Context: an optimization exercise on an open-source flow, tuned for small area. The choices shown serve that exercise and are no tape-out recipe. Only simulation tests tie the RTL to the original design; equivalence was not proved. Power figures rest on the tool's default switching activity, not on a simulated workload.

## flow/design.v

```verilog
module fifo_tx (
    input  wire       clk_i,
    input  wire       reset_i,
    input  wire       wr_en_i,
    input  wire [7:0] wr_data_i,
    output wire       full_o,
    input  wire       rd_i,
    output wire [7:0] rd_data_o,
    output wire       empty_o,
    input  wire [4:0] threshold_i,
    output wire       threshold_o
);
  reg [7:0] ring[0:31];
  reg [5:0] cnt_q;   
  reg ring_has_q;   
  reg [4:0] head_q;   
  reg [4:0] tgt_q;   
  reg [7:0] dl[0:2];   
  reg [2:0] dv_q;   
  wire push = wr_en_i & ~cnt_q[5];
  wire pop = rd_i & ~empty_o;
  assign full_o = cnt_q[5];
  assign empty_o = (cnt_q == 6'd0);
  assign threshold_o = cnt_q[4:0] > threshold_i;
  always_ff @(posedge clk_i)
    if (reset_i) cnt_q <= 6'd0;
    else if (push & ~pop) cnt_q <= cnt_q + 6'd1;
    else if (pop & ~push) cnt_q <= cnt_q - 6'd1;
  wire ring_has = ring_has_q;
  wire pop_ring = pop & ring_has;
  wire pop_dl = pop & ~ring_has;
  wire [1:0] old_idx = dv_q[2] ? 2'd2 : dv_q[1] ? 2'd1 : 2'd0;
  wire dl_has = |dv_q;
  wire [7:0] dl_old = dl[old_idx];
  wire aligned = ~ring_has | (tgt_q[1:0] == 2'b00);
  wire ins = aligned & (dl_has | push) & ~pop_dl;
  wire direct = ins & ~dl_has;
  wire [7:0] ins_data = dl_has ? dl_old : wr_data_i;
  wire [2:0] ins_pt = ring_has ? tgt_q[4:2] : 3'd0;
  wire take = (ins & dl_has) | pop_dl;
  always_ff @(posedge clk_i)
    if (reset_i) ring_has_q <= 1'b0;
    else ring_has_q <= ins | (ring_has & ~(pop_ring & (head_q == tgt_q)));
  always_ff @(posedge clk_i)
    if (!ring_has) begin
      head_q <= 5'd0;
      tgt_q  <= 5'd0;
    end else begin
      if (!pop_ring) head_q <= head_q + 5'd1;
      if (!ins) tgt_q <= tgt_q + 5'd1;
    end
  always_ff @(posedge clk_i)
    if (reset_i) dv_q <= 3'd0;
    else begin
      dv_q[0] <= push & ~direct;
      dv_q[1] <= dv_q[0] & ~(take & (old_idx == 2'd0));
      dv_q[2] <= dv_q[1] & ~(take & (old_idx == 2'd1));
    end
  always_ff @(posedge clk_i) begin
    dl[0] <= wr_data_i;
    dl[1] <= dl[0];
    dl[2] <= dl[1];
  end
  integer p;
  always_ff @(posedge clk_i)
    for (p = 0; p < 32; p = p + 1)
      if (p % 4 == 0 && ins && ins_pt == p / 4) ring[p] <= ins_data;
      else ring[p] <= ring[(p+31)%32];
  wire [3:0] dlo = 4'b1 << head_q[2:1];
  wire [3:0] dhi = 4'b1 << head_q[4:3];
  reg [7:0] rh;
  integer k;
  always_comb begin
    rh = 8'd0;
    for (k = 0; k < 16; k = k + 1) rh = rh | (ring[2*k] & {8{dlo[k%4] & dhi[k/4]}});
  end
  reg [7:0] hb_q;
  always_ff @(posedge clk_i)
    if (ring_has ? ~head_q[0] : dl_has) hb_q <= ring_has ? rh : dl_old;
  assign rd_data_o = hb_q;
endmodule
module fifo_rx (
    input  wire       clk_i,
    input  wire       reset_i,
    input  wire       wr_en_i,
    input  wire [7:0] wr_data_i,
    output wire       full_o,
    input  wire       rd_i,
    output wire [7:0] rd_data_o,
    output wire       empty_o,
    input  wire [4:0] threshold_i,
    output wire       threshold_o
);
  reg [7:0] ring[0:31];
  reg [5:0] cnt_q;   
  reg pend_q;   
  reg ring_has_q;   
  reg [4:0] head_q;   
  reg [4:0] tgt_q;   
  wire push = wr_en_i & ~cnt_q[5];
  wire pop = rd_i & ~empty_o;
  assign full_o = cnt_q[5];
  assign empty_o = (cnt_q == 6'd0);
  assign threshold_o = cnt_q[4:0] > threshold_i;
  always_ff @(posedge clk_i)
    if (reset_i) cnt_q <= 6'd0;
    else if (push & ~pop) cnt_q <= cnt_q + 6'd1;
    else if (pop & ~push) cnt_q <= cnt_q - 6'd1;
  wire ring_has = ring_has_q;
  wire pop_ring = pop & ring_has;
  wire pop_pend = pop & ~ring_has;
  wire aligned = ~ring_has | (tgt_q[1:0] == 2'b00);
  wire ins = aligned & (pend_q | push) & ~pop_pend;
  wire [2:0] ins_pt = ring_has ? tgt_q[4:2] : 3'd0;
  always_ff @(posedge clk_i)
    if (reset_i) pend_q <= 1'b0;
    else pend_q <= (pend_q | push) & ~ins & ~pop_pend;
  always_ff @(posedge clk_i)
    if (reset_i) ring_has_q <= 1'b0;
    else ring_has_q <= ins | (ring_has & ~(pop_ring & (head_q == tgt_q)));
  always_ff @(posedge clk_i)
    if (!ring_has) begin
      head_q <= 5'd0;
      tgt_q  <= 5'd0;
    end else begin
      if (!pop_ring) head_q <= head_q + 5'd1;
      if (!ins) tgt_q <= tgt_q + 5'd1;
    end
  integer p;
  always_ff @(posedge clk_i)
    for (p = 0; p < 32; p = p + 1)
      if (p % 4 == 0 && ins && ins_pt == p / 4) ring[p] <= wr_data_i;
      else ring[p] <= ring[(p+31)%32];
  wire [3:0] dlo = 4'b1 << head_q[2:1];
  wire [3:0] dhi = 4'b1 << head_q[4:3];
  reg [7:0] tap;   
  integer k;
  always_comb begin
    tap = 8'd0;
    for (k = 0; k < 16; k = k + 1) tap = tap | (ring[2*k] & {8{dlo[k%4] & dhi[k/4]}});
  end
  reg [7:0] hc_q;
  always_ff @(posedge clk_i) hc_q <= tap;
  assign rd_data_o = ring_has ? (head_q[0] ? hc_q : tap) : wr_data_i;
endmodule
module tl_skdbf #(
    parameter DW = 8
) (
    input  wire          clk_i,
    input  wire          rst_i,
    input  wire          combinational_ready_i,
    output wire [DW-1:0] cycle_data_o,
    output wire          cycle_vld_o,
    output wire          registered_ready_o,
    input  wire [DW-1:0] registered_data_i,
    input  wire          registered_vld_i
);
  reg [DW-1:0] held_data;
  reg held_vld;
  wire hold_data = ~combinational_ready_i & ~held_vld & registered_vld_i;
  assign registered_ready_o = ~held_vld;
  always_ff @(posedge clk_i)
    if (rst_i) held_vld <= 1'b0;
    else if (hold_data) held_vld <= 1'b1;
    else if (combinational_ready_i) held_vld <= 1'b0;
  always_ff @(posedge clk_i) if (hold_data) held_data <= registered_data_i;
  assign cycle_data_o = held_vld ? held_data : registered_data_i;
  assign cycle_vld_o  = held_vld | registered_vld_i;
endmodule
module uart_tx (
    input  wire        clock,
    input  wire        reset,
    input  wire [15:0] bauddiv_i,
    input  wire        tx_i,
    input  wire [ 7:0] tx_byte_i,      
    output wire        tx_dequeue_o,
    output wire        tx_o,
    output wire        tx_busy_o
);
  reg start_q, byte_q, stop_q, cmpl_q, tx_q;
  reg [15:0] counter_q;
  reg [2:0] byte_cnt_q;
  wire zero = counter_q == 16'd0;
  assign tx_o = tx_q;
  assign tx_dequeue_o = cmpl_q;
  assign tx_busy_o = start_q;
  always_ff @(posedge clock)
    if (reset || !start_q || zero || cmpl_q) counter_q <= bauddiv_i;
    else counter_q <= counter_q - 16'd1;
  always_ff @(posedge clock)
    if (reset) tx_q <= 1'b1;
    else if (byte_q) tx_q <= stop_q | tx_byte_i[byte_cnt_q];
    else tx_q <= ~start_q;
  always_ff @(posedge clock)
    if (reset || cmpl_q) start_q <= 1'b0;
    else if (!start_q) start_q <= tx_i;
  always_ff @(posedge clock)
    if (reset || cmpl_q) byte_q <= 1'b0;
    else if (!byte_q) byte_q <= start_q && zero;
  always_ff @(posedge clock)
    if (reset || cmpl_q) stop_q <= 1'b0;
    else if (!stop_q) stop_q <= byte_q && zero && (byte_cnt_q == 3'd7);
  always_ff @(posedge clock)
    if (reset || cmpl_q) byte_cnt_q <= 3'd0;
    else if (byte_q && zero) byte_cnt_q <= byte_cnt_q + 3'd1;
  always_ff @(posedge clock)
    if (reset || cmpl_q) cmpl_q <= 1'b0;
    else cmpl_q <= stop_q && zero;
endmodule
module uart_rx (
    input  wire        clock,
    input  wire        reset,
    input  wire [15:0] bauddiv_i,
    input  wire        rx_i,
    output wire [ 7:0] rx_byte_o,
    output wire        rx_o,
    output wire        rx_busy_o
);
  reg rx_q, rx_qq;
  reg sample_q, start_q, stop_q, hbit_q, cmpl_q;
  reg [15:0] counter_q;
  reg [ 7:0] rx_byte_q;
  reg [ 2:0] byte_cnt_q;
  wire rx = !rx_qq;
  wire zero = counter_q == 16'd0;
  wire half = counter_q == {1'b0, bauddiv_i[15:1]};
  wire shift_en = zero && start_q && !stop_q;
  assign rx_o = cmpl_q;
  assign rx_byte_o = rx_byte_q;
  assign rx_busy_o = sample_q;
  always_ff @(posedge clock)
    if (reset) begin
      rx_q  <= 1'b1;
      rx_qq <= 1'b1;
    end else begin
      rx_q  <= rx_i;
      rx_qq <= rx_q;
    end
  always_ff @(posedge clock)
    if ((!rx & !sample_q) || zero || reset || (half & sample_q & rx & !start_q) || cmpl_q)
      counter_q <= bauddiv_i;
    else counter_q <= counter_q - 16'd1;
  always_ff @(posedge clock)
    if (cmpl_q || reset) sample_q <= 1'b0;
    else if (!sample_q) sample_q <= rx;
  always_ff @(posedge clock)
    if (cmpl_q || reset) start_q <= 1'b0;
    else if (!start_q) start_q <= half & sample_q & rx;
  always_ff @(posedge clock) if (shift_en) rx_byte_q <= {rx_qq, rx_byte_q[7:1]};
  always_ff @(posedge clock)
    if (cmpl_q || reset) byte_cnt_q <= 3'd0;
    else if (shift_en) byte_cnt_q <= byte_cnt_q + 3'd1;
  always_ff @(posedge clock)
    if (cmpl_q || reset) stop_q <= 1'b0;
    else if (!stop_q) stop_q <= shift_en && byte_cnt_q == 3'd7;
  always_ff @(posedge clock)
    if (cmpl_q || reset) hbit_q <= 1'b0;
    else if (stop_q && zero) hbit_q <= 1'b1;
  always_ff @(posedge clock)
    if (cmpl_q || reset) cmpl_q <= 1'b0;
    else if (hbit_q && half) cmpl_q <= 1'b1;
endmodule
`default_nettype none
module TL_UART #(
    parameter [15:0] C_DEFAULT_BAUD_RATE = 16'd868,
    parameter C_DEFAULT_TX_ON = 1,
    parameter C_DEFAULT_RX_ON = 1,
    parameter C_TILELINK_ID_WIDTH = 1
) (
    input  wire                           uart_clock_i,
    input  wire                           uart_reset_i,
    input  wire [                    2:0] uart_a_opcode,
    input  wire [                    2:0] uart_a_param,
    input  wire [                    2:0] uart_a_size,
    input  wire [C_TILELINK_ID_WIDTH-1:0] uart_a_source,
    input  wire [                   11:0] uart_a_address,
    input  wire [                    3:0] uart_a_mask,
    input  wire [                   31:0] uart_a_data,
    input  wire                           uart_a_corrupt,
    input  wire                           uart_a_valid,
    output wire                           uart_a_ready,
    output wire [                    2:0] uart_d_opcode,
    output wire [                    1:0] uart_d_param,
    output wire [                    2:0] uart_d_size,
    output wire [C_TILELINK_ID_WIDTH-1:0] uart_d_source,
    output wire                           uart_d_denied,
    output wire [                   31:0] uart_d_data,
    output wire                           uart_d_corrupt,
    output wire                           uart_d_valid,
    input  wire                           uart_d_ready,
    input  wire                           UART_RX,
    output wire                           UART_TX,
    output wire                           UART_RX_IRQ,
    output wire                           UART_TX_IRQ
);
  localparam IW = C_TILELINK_ID_WIDTH;
  localparam HW = 5 + 3 + IW + 16;
  wire l_wr = ~uart_a_opcode[2];
  wire l_rd = (uart_a_opcode == 3'd4) | (uart_a_opcode[2:1] == 2'b01);
  wire l_map = (uart_a_address[11:4] == 8'd0) & (uart_a_address[1:0] == 2'b00);
  wire d_valid;
  wire a_free = uart_d_ready | ~d_valid;
  wire a_valid;
  wire q_wr, q_rd, q_map, q_a3, q_a2;
  wire [2:0] q_size;
  wire [IW-1:0] q_source;
  wire [15:0] q_data;
  tl_skdbf #(
      .DW(HW)
  ) skdbf_inst (
      .clk_i(uart_clock_i),
      .rst_i(uart_reset_i),
      .combinational_ready_i(a_free),
      .cycle_data_o({q_wr, q_rd, q_map, q_a3, q_a2, q_size, q_source, q_data}),
      .cycle_vld_o(a_valid),
      .registered_ready_o(uart_a_ready),
      .registered_data_i({
        l_wr, l_rd, l_map, uart_a_address[3], uart_a_address[2],
        uart_a_size, uart_a_source, uart_a_data[15:0]
      }),
      .registered_vld_i(uart_a_valid)
  );
  wire exec = a_valid & a_free;
  wire wr = exec & q_wr & q_map;
  wire rd_hit = q_rd & q_map;
  wire w_ctrl = wr & ~q_a3 & ~q_a2;
  wire w_stat = wr & ~q_a3 & q_a2;
  wire w_fifo = wr & q_a3 & ~q_a2;
  wire w_baud = wr & q_a3 & q_a2;
  wire r_fifo = exec & rd_hit & q_a3 & ~q_a2;
  reg rx_en_q, tx_en_q, rx_ie_q, tx_ie_q, rx_irq_q, tx_irq_q;
  reg [4:0] rx_wm_q, tx_wm_q;
  reg [15:0] baud_q;
  wire tx_full, tx_empty, rx_full, rx_empty, rx_thr, tx_thr, rx_busy, tx_busy;
  wire rx_push, tx_pop;
  wire [7:0] rx_char, tx_head, rx_head;
  always_ff @(posedge uart_clock_i)
    if (uart_reset_i) begin
      rx_en_q <= C_DEFAULT_RX_ON == 1;
      tx_en_q <= C_DEFAULT_TX_ON == 1;
      rx_wm_q <= 5'd0;
      tx_wm_q <= 5'd0;
      rx_ie_q <= 1'b0;
      tx_ie_q <= 1'b0;
    end else if (w_ctrl) begin
      rx_en_q <= q_data[0];
      tx_en_q <= q_data[1];
      rx_wm_q <= q_data[6:2];
      tx_wm_q <= q_data[11:7];
      rx_ie_q <= q_data[12];
      tx_ie_q <= q_data[13];
    end
  always_ff @(posedge uart_clock_i)
    if (uart_reset_i) begin
      rx_irq_q <= 1'b0;
      tx_irq_q <= 1'b0;
    end else if (w_stat) begin
      rx_irq_q <= q_data[2];
      tx_irq_q <= q_data[6];
    end else begin
      rx_irq_q <= rx_ie_q & (rx_irq_q | rx_thr);
      tx_irq_q <= tx_ie_q & (tx_irq_q | tx_thr);
    end
  always_ff @(posedge uart_clock_i)
    if (uart_reset_i) baud_q <= C_DEFAULT_BAUD_RATE;
    else if (w_baud) baud_q <= q_data;
  assign UART_RX_IRQ = rx_irq_q;
  assign UART_TX_IRQ = tx_irq_q;
  reg [15:0] rdata;
  always_comb
    if (!rd_hit) rdata = 16'd0;
    else
      case ({q_a3, q_a2})
        2'b00: rdata = {2'd0, tx_ie_q, rx_ie_q, tx_wm_q, rx_wm_q, tx_en_q, rx_en_q};
        2'b01: rdata = {8'd0, tx_busy, tx_irq_q, tx_empty, tx_full, rx_busy, rx_irq_q, rx_empty, rx_full};
        2'b10: rdata = {8'd0, rx_empty ? 8'd0 : rx_head};
        default: rdata = baud_q;
      endcase
  reg d_valid_q, d_ret_q;
  reg [2:0] d_size_q;
  reg [IW-1:0] d_source_q;
  reg [15:0] d_data_q;
  assign d_valid = d_valid_q;
  always_ff @(posedge uart_clock_i)
    if (uart_reset_i) d_valid_q <= 1'b0;
    else if (exec) d_valid_q <= 1'b1;
    else if (uart_d_ready) d_valid_q <= 1'b0;
  always_ff @(posedge uart_clock_i)
    if (exec) begin
      d_ret_q <= ~(q_wr & ~q_rd);
      d_size_q <= q_size;
      d_source_q <= q_source;
      d_data_q <= rdata;
    end
  assign uart_d_valid = d_valid_q;
  assign uart_d_opcode = {2'd0, d_ret_q};
  assign uart_d_param = 2'd0;
  assign uart_d_size = d_size_q;
  assign uart_d_source = d_source_q;
  assign uart_d_denied = 1'b0;
  assign uart_d_data = {16'd0, d_data_q};
  assign uart_d_corrupt = 1'b0;
  fifo_rx rx_fifo_inst (
      .clk_i(uart_clock_i),
      .reset_i(uart_reset_i),
      .wr_en_i(rx_en_q & rx_push),
      .wr_data_i(rx_char),
      .full_o(rx_full),
      .rd_i(r_fifo),
      .rd_data_o(rx_head),
      .empty_o(rx_empty),
      .threshold_i(rx_wm_q),
      .threshold_o(rx_thr)
  );
  fifo_tx tx_fifo_inst (
      .clk_i(uart_clock_i),
      .reset_i(uart_reset_i),
      .wr_en_i(w_fifo),
      .wr_data_i(q_data[7:0]),
      .full_o(tx_full),
      .rd_i(tx_pop),
      .rd_data_o(tx_head),
      .empty_o(tx_empty),
      .threshold_i(tx_wm_q),
      .threshold_o(tx_thr)
  );
  uart_rx uart_reciever (
      .clock(uart_clock_i),
      .reset(uart_reset_i),
      .bauddiv_i(baud_q),
      .rx_i(UART_RX),
      .rx_byte_o(rx_char),
      .rx_o(rx_push),
      .rx_busy_o(rx_busy)
  );
  uart_tx uart_trasmitter (
      .clock(uart_clock_i),
      .reset(uart_reset_i),
      .bauddiv_i(baud_q),
      .tx_i(tx_en_q & ~tx_empty),
      .tx_byte_i(tx_head),
      .tx_dequeue_o(tx_pop),
      .tx_o(UART_TX),
      .tx_busy_o(tx_busy)
  );
  /*verilator lint_off UNUSED*/
  wire unused = (|uart_a_data[31:16]) | (|uart_a_param) | (|uart_a_mask) | uart_a_corrupt;
  /*verilator lint_on UNUSED*/
endmodule
```

## flow/flow/run.sh

```bash
#!/bin/bash
# Own layout flow: the standard ORFS flow with four changes.
#  1. Synthesis maps logic with an area-oriented ABC script (flow/abc_area.script,
#     selected by ABC_AREA=1 in config.mk). Everything before ABC, including
#     flip-flop mapping and register names, is the standard synthesis.
#  2. CTS without dummy loads, with clkbuf_4 buffers and small sink clusters.
#  3. Port buffers use sky130_fd_sc_hd__buf_1.
#  4. Global placement keeps timing-driven net weights but drops the buffers
#     its virtual repair would insert (the design has ample setup slack).
set -euo pipefail
W="$(cd "$(dirname "${BASH_SOURCE[0]}")/.." && pwd)"
cd "$W"

# ORFS scripts with only the ABC area script replaced, for synthesis
rm -rf "$W/synth_scripts"
cp -r "$FLOW_HOME/scripts" "$W/synth_scripts"
cp "$W/flow/abc_area.script" "$W/synth_scripts/abc_area.script"
SCRIPTS_DIR="$W/synth_scripts" bash standard.sh synth > "$W/synth.log" 2>&1

export CTS_ARGS="-sink_clustering_enable -repair_clock_nets -dont_use_dummy_load -sink_clustering_size 10 -sink_clustering_max_diameter 40 -buf_list sky130_fd_sc_hd__clkbuf_4"
export BUFFER_PORTS_ARGS="-buffer_cell sky130_fd_sc_hd__buf_1"
export GPL_KEEP_OVERFLOW=0
bash standard.sh > "$W/layout.log" 2>&1
```

## flow/flow/abc_area.script

```
&get -n
&st
&deepsyn -T 150 -S 7
&deepsyn -T 150 -S 3
&dch -f
&nf -p -R 1000 -F 10 -A 10 -C 32
&put
topo
```

## flow/standard.sh

```bash
#!/bin/bash
# synth_recipe.tcl (not shown) runs the flow's synth.tcl, then flattens the netlist and writes it again
# the make line also repeats each setting of config.mk as NAME=value (left out here)
make -C /OpenROAD-flow-scripts/flow DESIGN_CONFIG=/design/flow/config.mk WORK_HOME=/design/flow/orfs CLKGATE_MAP_FILE= SYNTH_SCRIPT=/design/flow/synth_recipe.tcl "${@:-finish}"
```

## flow/config.mk

```make
export PLATFORM = sky130hd
export DESIGN_NAME = TL_UART
export DESIGN_NICKNAME = TL_UART
export VERILOG_FILES = /design/flow/design.v
export SDC_FILE = /design/flow/constraint.sdc
export NUM_CORES = 4
export LEC_CHECK = 0
export ABC_AREA = 1
export CAP_MARGIN = 20
export CORE_MARGIN = 2
export CORE_UTILIZATION = 72
export PLACE_DENSITY = 0.9
export SLEW_MARGIN = 20
```

## flow/constraint.sdc

```tcl
create_clock -name core_clock -period 8.0 [get_ports {uart_clock_i}]
set_input_delay 1.6000 -clock core_clock [delete_from_list [all_inputs] [get_ports {uart_clock_i}]]
set_output_delay 1.6000 -clock core_clock [all_outputs]
set_load 0.01 [all_outputs]
```

==> results.json, run 1 <==
{
  "cts.sinks": 728,
  "grt.total_usage_pct": 33.15,
  "ctsHoldBuffers": 0,
  "switching_share_pct": 21.50,
  "syn_avg_cell_area_um2": 12.44,
  "syn-cell-area_mm2": 0.02204,
  "die_h_um": 179.0,
  "min_period_ps": 4569,
  "area_delta_synth_final_pct": 7.278,
  "clockBufferDepth": 3,
  "post-route-period-util_pct": 57.12,
  "p_leak_nw": 9.001,
  "ir_drop_uv": 125.6,
  "yosysUniqueCellTypes": 54,
  "drv_slew": 0,
  "multi_input_area_mm2": 0.006700,
  "via_per_inst": 6.556,
  "required_ps": 8610,
  "power_switching_mw": 1.155,
  "maxSlewHeadroom_pct": 19.94,
  "setup_viol": 0,
  "core_area_mm2": 0.03035,
  "critPathCaptureType": "flip-flop",
  "yosysMostFrequentCell": "dfxtp_1",
  "drive_above_1_share_pct": 7.113,
  "fmax_ghz": 0.2188,
  "outcome": "complete, no violations",
  "reg2reg_slack_ps": 3460,
  "clk_pin_slew_worst_paths_ps": 100,
  "grt_pass1_wl_um": 80770,
  "cts_setup_buffers": 0,
  "crit_arrival_ps": 5180,
  "hold_viol_final": 0,
  "nets": 2040,
  "globalplace.congestion": 0.8816,
  "power_frac_comb_pct": 1.7,
  "p_int_mw": 4.218,
  "synth_edf_count": 62,
  "fin_area_mm2": 0.02364,
  "chipWidth_um": 179.0,
  "startpoint_type": "input pin",
  "yosys.area.top_type": "dfxtp_1",
  "yosysSeqAreaShare_pct": 68.94,
  "path_class": "input pin to flip-flop",
  "start_util_pct": 72.62,
  "insertion_delay_ps": 810,
  "ys.flop_type": "dfxtp_1",
  "num-fill-cells": 1698,
  "grt_pass1_vias": 15190,
  "drc": 0,
  "synth-async-reset-ratio_pct": 0,
  "power.density_mw_per_mm2": 227.2,
  "clock_power_share_pct": 29.3,
  "regArea_mm2": 0.01520,
  "critPathMaxFanout": 10,
  "antenna_found_initial": 2,
  "grt_max_degree": 31,
  "num_vias": 15320,
  "ant_nets": 0,
  "netlist_top_cells_area": "dfxtp_1 60%, edfxtp_1 8.4%, mux2_1 3.9%",
  "drt_first_iter_violations": 1884,
  "rows": 64,
  "tns_ps": 0,
  "ys_ff_latch": 728,
  "die_area_mm2": 0.03203,
  "synth_common_cells": "666 x dfxtp_1, 135 x nor2_1, 113 x nand2_1, 93 x a21oi_1",
  "hold_path_class": "flip-flop to flip-flop",
  "cts_resized": 0,
  "dp_hpwl_um": 36300,
  "seqPwrFrac_pct": 69.1,
  "finClkSkew_ps": 128.9,
  "cts_buffers": 86,
  "dp.cells": 2250,
  "root_buffer": "clkbuf_4",
  "cts_tree": "built",
  "ys.warnings.count": 9,
  "syn-instance-count": 1772,
  "cap_violations": 0,
  "instances_no_fill": 2337,
  "rsz0062_at_grt": "false",
  "synthDominantCellAreaShare_pct": 60.49,
  "wl_per_cell_um": 22.94,
  "io_pins": 112,
  "grt_remaining_overflow": 0,
  "drt-pass1-iter-count": 19,
  "totalWireLength_um": 53600,
  "post_dp_cell_area_mm2": 0.02299,
  "numPortBuffers": 65,
  "cts_htree_levels": 3,
  "worst_slew_pin_slew_ps": 1196
}
-- per-stage QoR --
step | util (%) | power, mW | worst slack (ps) | hold slack, ps
2_1_floorplan | - | 3.847 | 2867 | 309.6
3_3_place_gp | 74.75 | 3.873 | 1177 | 309.8
3_5_place_dp | 75.74 | 3.881 | 2789 | 312.1
4_1_cts | 77.87 | 5.371 | 3517 | 261.1
5_1_grt | 77.91 | 5.526 | 3137 | 268.7
6_report | 77.91 | 5.373 | 3431 | 248.3
-- worst paths after layout --
kind	from	endpoint	cells past startpoint
min	tx_fifo_inst.ring[1][4]	tx_fifo_inst.ring[2][4]	0
min reg2reg	tx_fifo_inst.ring[1][4]	tx_fifo_inst.ring[2][4]	0
max	uart_a_address[7]	rx_fifo_inst.cnt_q[5]	19
max reg2reg	skdbf_inst.held_vld	rx_fifo_inst.cnt_q[5]	16
-- routing by layer --
metal	part of all wire (%)	GRT usage, %	vias to the layer above	wire length (um)
met3	10	7.718	253	5509
met1	38	41.54	7300	20520
met4	5.4	20.77	2	2902
li1	-	-	6789	-
met5	0.022	0	-	12
met2	46	52.07	977	24660
-- critical path, stage by stage --
cell	delay, ps
buf_1	70
nor4_1	280
nand3_1	150
nor2_1	160
a32oi_1	180
nor3_1	430
nand2_1	340
ha_1	390
clkinv_1	130
ha_1	250
a21o_1	180
a21o_1	190
nand2_1	90
nand2b_1	60
a21oi_1	230
a21oi_1	120
o21a_1	140
o21bai_1	120
a21oi_1	50
-- logic make-up after synthesis --
logic type	synth area share [%]
AOI/OAI and AO/OA	12.21
xor gates and xnor gates	1.073
muxes	4.950
other	0.01701
buffers and inverters	1.635
and+or+nand+nor	9.180
adders and majority gates	1.998
DFF	68.94
-- area by class of cell --
type                       instances  area share [%]
clock buffer                      86           2.731
antenna                            1         0.01058
sequential                       728           64.27
tap                              396           2.096
inverter                          50          0.7938
multi-input combinational        992           28.34
timing repair buffer              84           1.762
-- layout by cell type, fill, tap and decap left out, drive strengths merged, types with 32 or more instances in the layout --
cell and instances:
buf 84, dfxtp 666, edfxtp 62, a222oi 70, o21ai 76, nor2 135
ha 32, nand2 113, a21oi 93, clkbuf 86, clkinv 50, mux2 76
-- sequential cells by signal, indices dropped and copies added, names as in the netlist, 6 cells and up --
| signal | cells |
|---|---|
| rx_fifo_inst.ring | 256 |
| tx_fifo_inst.ring | 256 |
| skdbf_inst.held_data | 25 |
| tx_fifo_inst.dl | 24 |
| baud_q | 16 |
| d_data_q | 16 |
| uart_reciever.counter_q | 16 |
| uart_trasmitter.counter_q | 16 |
| rx_fifo_inst.hc_q | 8 |
| tx_fifo_inst.hb_q | 8 |
| uart_reciever.rx_byte_q | 8 |
| rx_fifo_inst.cnt_q | 6 |
| tx_fifo_inst.cnt_q | 6 |
-- power by group through the flow --
stage	Combinational [mW]	Clock (mW)	Sequential, mW
floorplan	0.0542	0	3.79
global placement	0.0809	0	3.79
detailed placement	0.0874	0	3.79
CTS	0.0881	1.57	3.71
global route	0.0985	1.71	3.71
finish	0.0908	1.57	3.71
==> run 2: changes to the inputs <==
--- a/flow/design.v
+++ b/flow/design.v
@@ -92,20 +92,17 @@
     output wire       threshold_o
 );
   reg [7:0] ring[0:31];
-  reg [5:0] cnt_q;   
   reg pend_q;   
   reg ring_has_q;   
   reg [4:0] head_q;   
   reg [4:0] tgt_q;   
-  wire push = wr_en_i & ~cnt_q[5];
+  wire [4:0] rlast = head_q - tgt_q;   
+  wire [5:0] cnt = ring_has_q ? {1'b0, rlast} + 6'd1 + {5'd0, pend_q} : {5'd0, pend_q};
+  wire push = wr_en_i & ~cnt[5];
   wire pop = rd_i & ~empty_o;
-  assign full_o = cnt_q[5];
-  assign empty_o = (cnt_q == 6'd0);
-  assign threshold_o = cnt_q[4:0] > threshold_i;
-  always_ff @(posedge clk_i)
-    if (reset_i) cnt_q <= 6'd0;
-    else if (push & ~pop) cnt_q <= cnt_q + 6'd1;
-    else if (pop & ~push) cnt_q <= cnt_q - 6'd1;
+  assign full_o = cnt[5];
+  assign empty_o = ~ring_has_q & ~pend_q;
+  assign threshold_o = cnt[4:0] > threshold_i;
   wire ring_has = ring_has_q;
   wire pop_ring = pop & ring_has;
   wire pop_pend = pop & ~ring_has;
==> results.json, run 2 <==
{
  "globalplace.congestion": 0.9096,
  "die_h_um": 178.4,
  "grt_pass1_vias": 14860,
  "multi_input_area_mm2": 0.006669,
  "io_pins": 112,
  "final_core_util_pct": 78.76,
  "crit_arrival_ps": 5310,
  "layout_common_cells": "659 x dfxtp_1, 172 x nor2_1, 123 x a21oi_1, 89 x nand2_1, 83 x clkbuf_4",
  "critPathMaxFanout": 24,
  "die_area_mm2": 0.03181,
  "critPathCaptureType": "flip-flop",
  "synth_edf_count": 62,
  "cp-endpoint": "tx_fifo_inst.cnt_q[5]",
  "ys.warnings.count": 9,
  "cts_setup_buffers": 0,
  "antenna_found_initial": 1,
  "hold_viol_final": 0,
  "cts.sinks": 722,
  "synth_common_cells": "660 x dfxtp_1, 177 x nor2_1, 124 x a21oi_1, 89 x nand2_1, 81 x mux2_1",
  "num_vias": 15010,
  "syn-cell-area_mm2": 0.02189,
  "hold_path_class": "flip-flop to flip-flop",
  "crit_top_cell": "a21oi_1",
  "via_per_inst": 6.461,
  "required_ps": 8650,
  "critPathLaunch": "uart_d_ready",
  "worst_slew_pin_slew_ps": 1154,
  "max_stage_delay_ps": 650,
  "clk_pin_slew_worst_paths_ps": 110,
  "reg_top3": "rx_fifo_inst.ring (256), tx_fifo_inst.ring (256), skdbf_inst.held_data (25)",
  "grt.total_usage_pct": 32.41,
  "regArea_mm2": 0.01508,
  "ctsHoldBuffers": 0,
  "finalWorstSetupSlack_ps": 3337,
  "outcome": "complete, no violations",
  "reg2reg_slack_ps": 3900,
  "ys_ff_latch": 722,
  "ys.flop_type": "dfxtp_1",
  "drive_above_1_share_pct": 7.039,
  "final_common_cell": "dfxtp_1",
  "num-fill-cells": 1708,
  "slowest_stage": "nor2b_4",
  "core_area_mm2": 0.02980,
  "yosys.area.top_type": "dfxtp_1",
  "syn-instance-count": 1766,
  "yosysSeqAreaShare_pct": 68.86,
  "r2r_cells": 11,
  "rows": 63,
  "worst-path-stages": 18,
  "tns_ps": 0,
  "reg2reg_from": "rx_fifo_inst.head_q[1]",
  "wl_per_cell_um": 22.24,
  "netlist_top_cells_area": "dfxtp_1 60%, edfxtp_1 8.5%, mux2_1 4.2%",
  "drc": 0,
  "chipWidth_um": 178.4,
  "numPortBuffers": 65,
  "power.density_mw_per_mm2": 226.7,
  "finClkSkew_ps": 154.9,
  "cp_top_family": "simple AND/OR/NAND/NOR gates",
  "post-route-period-util_pct": 58.29,
  "cts_buffers": 83,
  "grt_max_degree": 31,
  "drt_first_iter_violations": 2112,
  "cts_htree_levels": 3,
  "grt_pass1_wl_um": 79340,
  "r2r-end": "rx_fifo_inst.ring[28][4]",
  "crit_path_cell_trace": "buf_1 -> nand2b_1 -> nor2b_4 -> nand2_1 -> or3_1 -> clkinv_1 -> ha_1 -> clkinv_1 -> ha_1 -> a21o_1 -> a21o_1 -> nand2_1 -> nand2b_1 -> a21oi_1 -> o21bai_1 -> a21oi_1 -> o21bai_1 -> a21oi_1",
  "fmax_ghz": 0.2144,
  "min_period_ps": 4663,
  "totalWireLength_um": 51660,
  "startpoint_type": "input pin",
  "setup_viol": 0,
  "rsz0062_at_grt": "false",
  "cts_tree": "built",
  "dp_hpwl_um": 35570,
  "yosysMostFrequentCell": "dfxtp_1",
  "path_class": "input pin to flip-flop",
  "ir_drop_uv": 218.2,
  "dp_worst_setup_slack_ps": 2660,
  "critPathBufInv": 3,
  "start_util_pct": 73.47,
  "area_delta_synth_final_pct": 7.208,
  "power.total_mw": 5.319,
  "nets": 2033,
  "grt_remaining_overflow": 0,
  "syn_avg_cell_area_um2": 12.40,
  "clockBufferDepth": 3,
  "synthDominantCellAreaShare_pct": 60.36,
  "drt-pass1-iter-count": 10,
  "p_leak_nw": 9.067,
  "drv_slew": 0,
  "cts_resized": 0,
  "maxSlewHeadroom_pct": 22.81,
  "ant_nets": 0,
  "insertion_delay_ps": 800,
  "synth-async-reset-ratio_pct": 0,
  "yosysUniqueCellTypes": 56,
  "root_buffer": "clkbuf_4",
  "cap_violations": 0
}
## run 2: worst min path at each step
stage | startpoint | to | slack, ps | cells past startpoint
global placement | rx_fifo_inst.ring[13][2] | rx_fifo_inst.ring[14][2] | 310 | 0
global route | tx_fifo_inst.ring[5][6] | tx_fifo_inst.ring[6][6] | 220 | 0
finish | tx_fifo_inst.ring[5][6] | tx_fifo_inst.ring[6][6] | 230 | 0
CTS | tx_fifo_inst.ring[5][6] | tx_fifo_inst.ring[6][6] | 220 | 0
floorplan | rx_fifo_inst.ring[9][0] | rx_fifo_inst.ring[10][0] | 310 | 0
detailed placement | rx_fifo_inst.ring[17][7] | rx_fifo_inst.ring[18][7] | 310 | 0
## run 2: logic make-up after synthesis
| family | after synthesis | synth area share [%] |
|---|---|---|
| flip-flops | 722 | 68.86 |
| AND/OR/NAND/NOR | 422 | 8.893 |
| AO/OA/AOI/OAI | 387 | 12.37 |
| multiplexers | 96 | 4.967 |
| buffers and inverters | 74 | 1.663 |
| adder cells (fa/ha/maj) | 35 | 2.069 |
| XOR/XNOR | 29 | 1.160 |
| other | 1 | 0.01713 |
## run 2: area by class of cell
class	count	share of cell area (%)
Inverter	51	0.8157
Timing Repair Buffer	85	1.786
Antenna cell	1	0.01066
Sequential cell	722	64.24
Clock buffer	83	2.655
Multi-Input combinational cell	991	28.42
Tap cell	390	2.079
## run 2: routing by layer
| layer | vias to the layer above | wire, um | global-route usage (%) |
|---|---|---|---|
| li1 | 6748 | - | - |
| met1 | 7228 | 20850 | 41.81 |
| met2 | 847 | 24230 | 53.02 |
| met3 | 186 | 4628 | 6.543 |
| met4 | 0 | 1950 | 14.67 |
| met5 | - | 0 | 0 |
## run 2: power by group
group	leakage (nW)	internal (mW)	total [mW]	switching, mW
sequential	5.91	3.67	3.69	0.0179
combinational	2.77	0.0306	0.0964	0.0658
clock	0.382	0.479	1.53	1.05
total	9.07	4.18	5.32	1.14
## run 2: through the flow
step / hold slack, ps / std cells / cell area [um2]
2_1_floorplan: 309.6 / 1787 / 21970
3_3_place_gp: 310.1 / 2219 / 22530
6_report: 230.2 / 2323 / 23470
4_1_cts: 219.6 / 2322 / 23470
5_1_grt: 219.2 / 2323 / 23470
3_5_place_dp: 312.1 / 2239 / 22840
==> run 3: changes to the inputs <==
--- a/flow/config.mk
+++ b/flow/config.mk
@@ -8,6 +8,6 @@
 export ABC_AREA = 1
 export CAP_MARGIN = 20
 export CORE_MARGIN = 2
-export CORE_UTILIZATION = 72
-export PLACE_DENSITY = 0.9
+export CORE_UTILIZATION = 65
+export PLACE_DENSITY = 0.75
 export SLEW_MARGIN = 20
==> results.json, run 3 <==
{
  "cts_buffers": 85,
  "synth-async-reset-ratio_pct": 0,
  "grt_remaining_overflow": 0,
  "yosysMostFrequentCell": "dfxtp_1",
  "regArea_mm2": 0.01508,
  "cts_tree": "built",
  "grtUsageMet2_pct": 44.70,
  "ys_ff_latch": 722,
  "num-fill-cells": 2455,
  "fmax_ghz": 0.2206,
  "synth_common_cells": "660 x dfxtp_1, 177 x nor2_1, 124 x a21oi_1, 89 x nand2_1, 81 x mux2_1",
  "cts_htree_levels": 3,
  "crit_arrival_ps": 5230,
  "root_buffer": "clkbuf_4",
  "start_util_pct": 65.61,
  "nets": 2040,
  "chipWidth_um": 187.5,
  "syn-instance-count": 1766,
  "p_leak_nw": 9.103,
  "outcome": "complete, no violations",
  "post-route-period-util_pct": 56.67,
  "globalplace.congestion": 0.8656,
  "critPathCaptureType": "flip-flop",
  "insertion_delay_ps": 770,
  "syn_avg_cell_area_um2": 12.40,
  "rsz0062_at_grt": "false",
  "grt_pass1_wl_um": 78960,
  "cts.sinks": 722,
  "drc": 0,
  "wl_per_cell_um": 21.32,
  "power.total_mw": 5.333,
  "numPortBuffers": 65,
  "critPathMaxFanout": 24,
  "cts_setup_buffers": 0,
  "startpoint_type": "input pin",
  "ys.warnings.count": 9,
  "drt_first_iter_violations": 1629,
  "clk_pin_slew_worst_paths_ps": 90,
  "hold_viol_final": 0,
  "setup_viol": 0,
  "core_area_mm2": 0.03336,
  "post_dp_cell_area_mm2": 0.02296,
  "grt_pass1_vias": 14290,
  "ant_nets": 0,
  "multi_input_area_mm2": 0.006669,
  "path_class": "input pin to flip-flop",
  "die_h_um": 187.5,
  "dp_hpwl_um": 34780,
  "power.density_mw_per_mm2": 225.9,
  "synth_edf_count": 62,
  "die_area_mm2": 0.03516,
  "min_period_ps": 4534,
  "cap_violations": 0,
  "layout_common_cells": "659 x dfxtp_1, 172 x nor2_1, 123 x a21oi_1, 89 x nand2_1, 85 x clkbuf_4",
  "syn-cell-area_mm2": 0.02189,
  "worst_slew_pin_slew_ps": 1303,
  "num_vias": 14590,
  "finClkSkew_ps": 52.97,
  "yosys.area.top_type": "dfxtp_1",
  "drv_slew": 0,
  "maxSlewHeadroom_pct": 12.81,
  "drt-pass1-iter-count": 8,
  "final_common_cell": "dfxtp_1",
  "yosysUniqueCellTypes": 56,
  "antenna_found_initial": 1,
  "netlist_top_cells_area": "dfxtp_1 60%, edfxtp_1 8.5%, mux2_1 4.2%",
  "tns_ps": 0,
  "via_per_inst": 6.109,
  "grt_util_met1_pct": 40.05,
  "grt_max_degree": 28,
  "top_usage_layer": "met2",
  "required_ps": 8690,
  "synthDominantCellAreaShare_pct": 60.36,
  "grt.met3_usage_pct": 6.345,
  "fin_area_mm2": 0.02361,
  "rows": 67,
  "cts_resized": 0,
  "ctsHoldBuffers": 0,
  "instances_no_fill": 2389,
  "hold_path_class": "flip-flop to flip-flop",
  "reg_top3": "rx_fifo_inst.ring (256), tx_fifo_inst.ring (256), skdbf_inst.held_data (25)",
  "ys.flop_type": "dfxtp_1",
  "io_pins": 112,
  "clockBufferDepth": 3,
  "area_delta_synth_final_pct": 7.836,
  "ir_drop_uv": 157.5,
  "grt.total_usage_pct": 29.11,
  "yosysSeqAreaShare_pct": 68.86,
  "totalWireLength_um": 50940,
  "drive_above_1_share_pct": 7.375,
  "dp.cells": 2302
}
run 3: cell counts after synthesis:
No cell type changed its count.
run 3: layout make-up:
| type | count | share of cell area, % |
|---|---|---|
| flip-flops and latches | 722 | 63.86 |
| multi-input cells | 991 | 28.25 |
| clock buffers | 85 | 2.703 |
| well taps | 448 | 2.375 |
| repair buffers | 90 | 1.977 |
| inverters | 51 | 0.8109 |
| diodes | 2 | 0.02120 |
run 3: critical path: stages:
cell and delay [ps]:
buf_1 60, nand2b_1 190, nor2b_4 660, nand2_1 280, or3_1 490, clkinv_1 80, ha_1 180, clkinv_1 190
ha_1 340, a21o_1 190, a21o_1 190, nand2_1 80, nand2b_1 60, a21oi_1 200, o21bai_1 90, a21oi_1 160
o21bai_1 80, a21oi_1 110
run 3: final timing paths:
check	slack (ps)	to	start	cells after the start
worst max-delay path	3470	tx_fifo_inst.cnt_q[5]	uart_d_ready	18
worst min-delay path	300	rx_fifo_inst.ring[22][6]	rx_fifo_inst.ring[21][6]	0
worst max register to register	3980	tx_fifo_inst.cnt_q[5]	skdbf_inst.held_vld	17
worst min register to register	300	rx_fifo_inst.ring[22][6]	rx_fifo_inst.ring[21][6]	0
run 3: stage by stage:
step	worst slack (ps)	util, %	hold slack (ps)
global route	3231	70.75	306.0
detailed placement	2779	68.83	312.1
floorplan	2805	-	309.6
finish	3466	70.75	305.0
CTS	3591	70.74	299.6
global placement	893.7	67.74	309.7
run 3: where the power goes:
| part | total, mW | internal (mW) | switching [mW] |
|---|---|---|---|
| registers | 3.69 | 3.67 | 0.0180 |
| clock network | 1.55 | 0.490 | 1.06 |
| logic | 0.0964 | 0.0308 | 0.0656 |
| total | 5.33 | 4.19 | 1.14 |
run 3: per-layer routing:
metal | wire (um) | share of wire [%]
met2 | 22540 | 44
met1 | 21840 | 43
met5 | 0 | 0
met3 | 4858 | 9.5
met4 | 1693 | 3.3
run 3: logic make-up (layout without fill, tap and decap cells):
kind of cell / Yosys count / after routing / synth area share [%]
and+or+nand+nor: 422 / 422 / 8.893
AOI/OAI and AO/OA: 387 / 387 / 12.37
adders and majority gates: 35 / 35 / 2.069
DFF: 722 / 722 / 68.86
muxes: 96 / 96 / 4.967
other: 1 / 24 / 0.01713
buffers and inverters: 74 / 226 / 1.663
xor gates and xnor gates: 29 / 29 / 1.160

==> separate check: timing with driven ports <==
The results above use ideal ports. As a check the final layouts listed here were re-extracted and re-timed, cells and wires unchanged.
Step 1, drivers: a clkbuf_16 drives uart_clock_i and a buf_2 each remaining input, both assumed.
Step 2, shift: input delay + t, output delay - t, t = (earliest + latest rising clock arrival at the registers) / 2. This alone moves slack from input paths to output paths.
a / b / c = ideal ports / drivers / drivers and shift; a / b = the first two.
run | t (ns) | setup slack, ns | worst setup path after step 2
run 1 | 0.792 | 3.431 / 3.459 / 2.666 | input to register
run 2 | 0.771 | 3.337 / 3.361 / 2.590 | input to register
run 3 | 0.799 | 3.466 / 3.490 / 2.691 | input to register
After both steps every run listed still meets setup and hold. The setup slack of run 3, which loses most, moves by +0.024 ns with the drivers and by -0.775 ns with both steps.
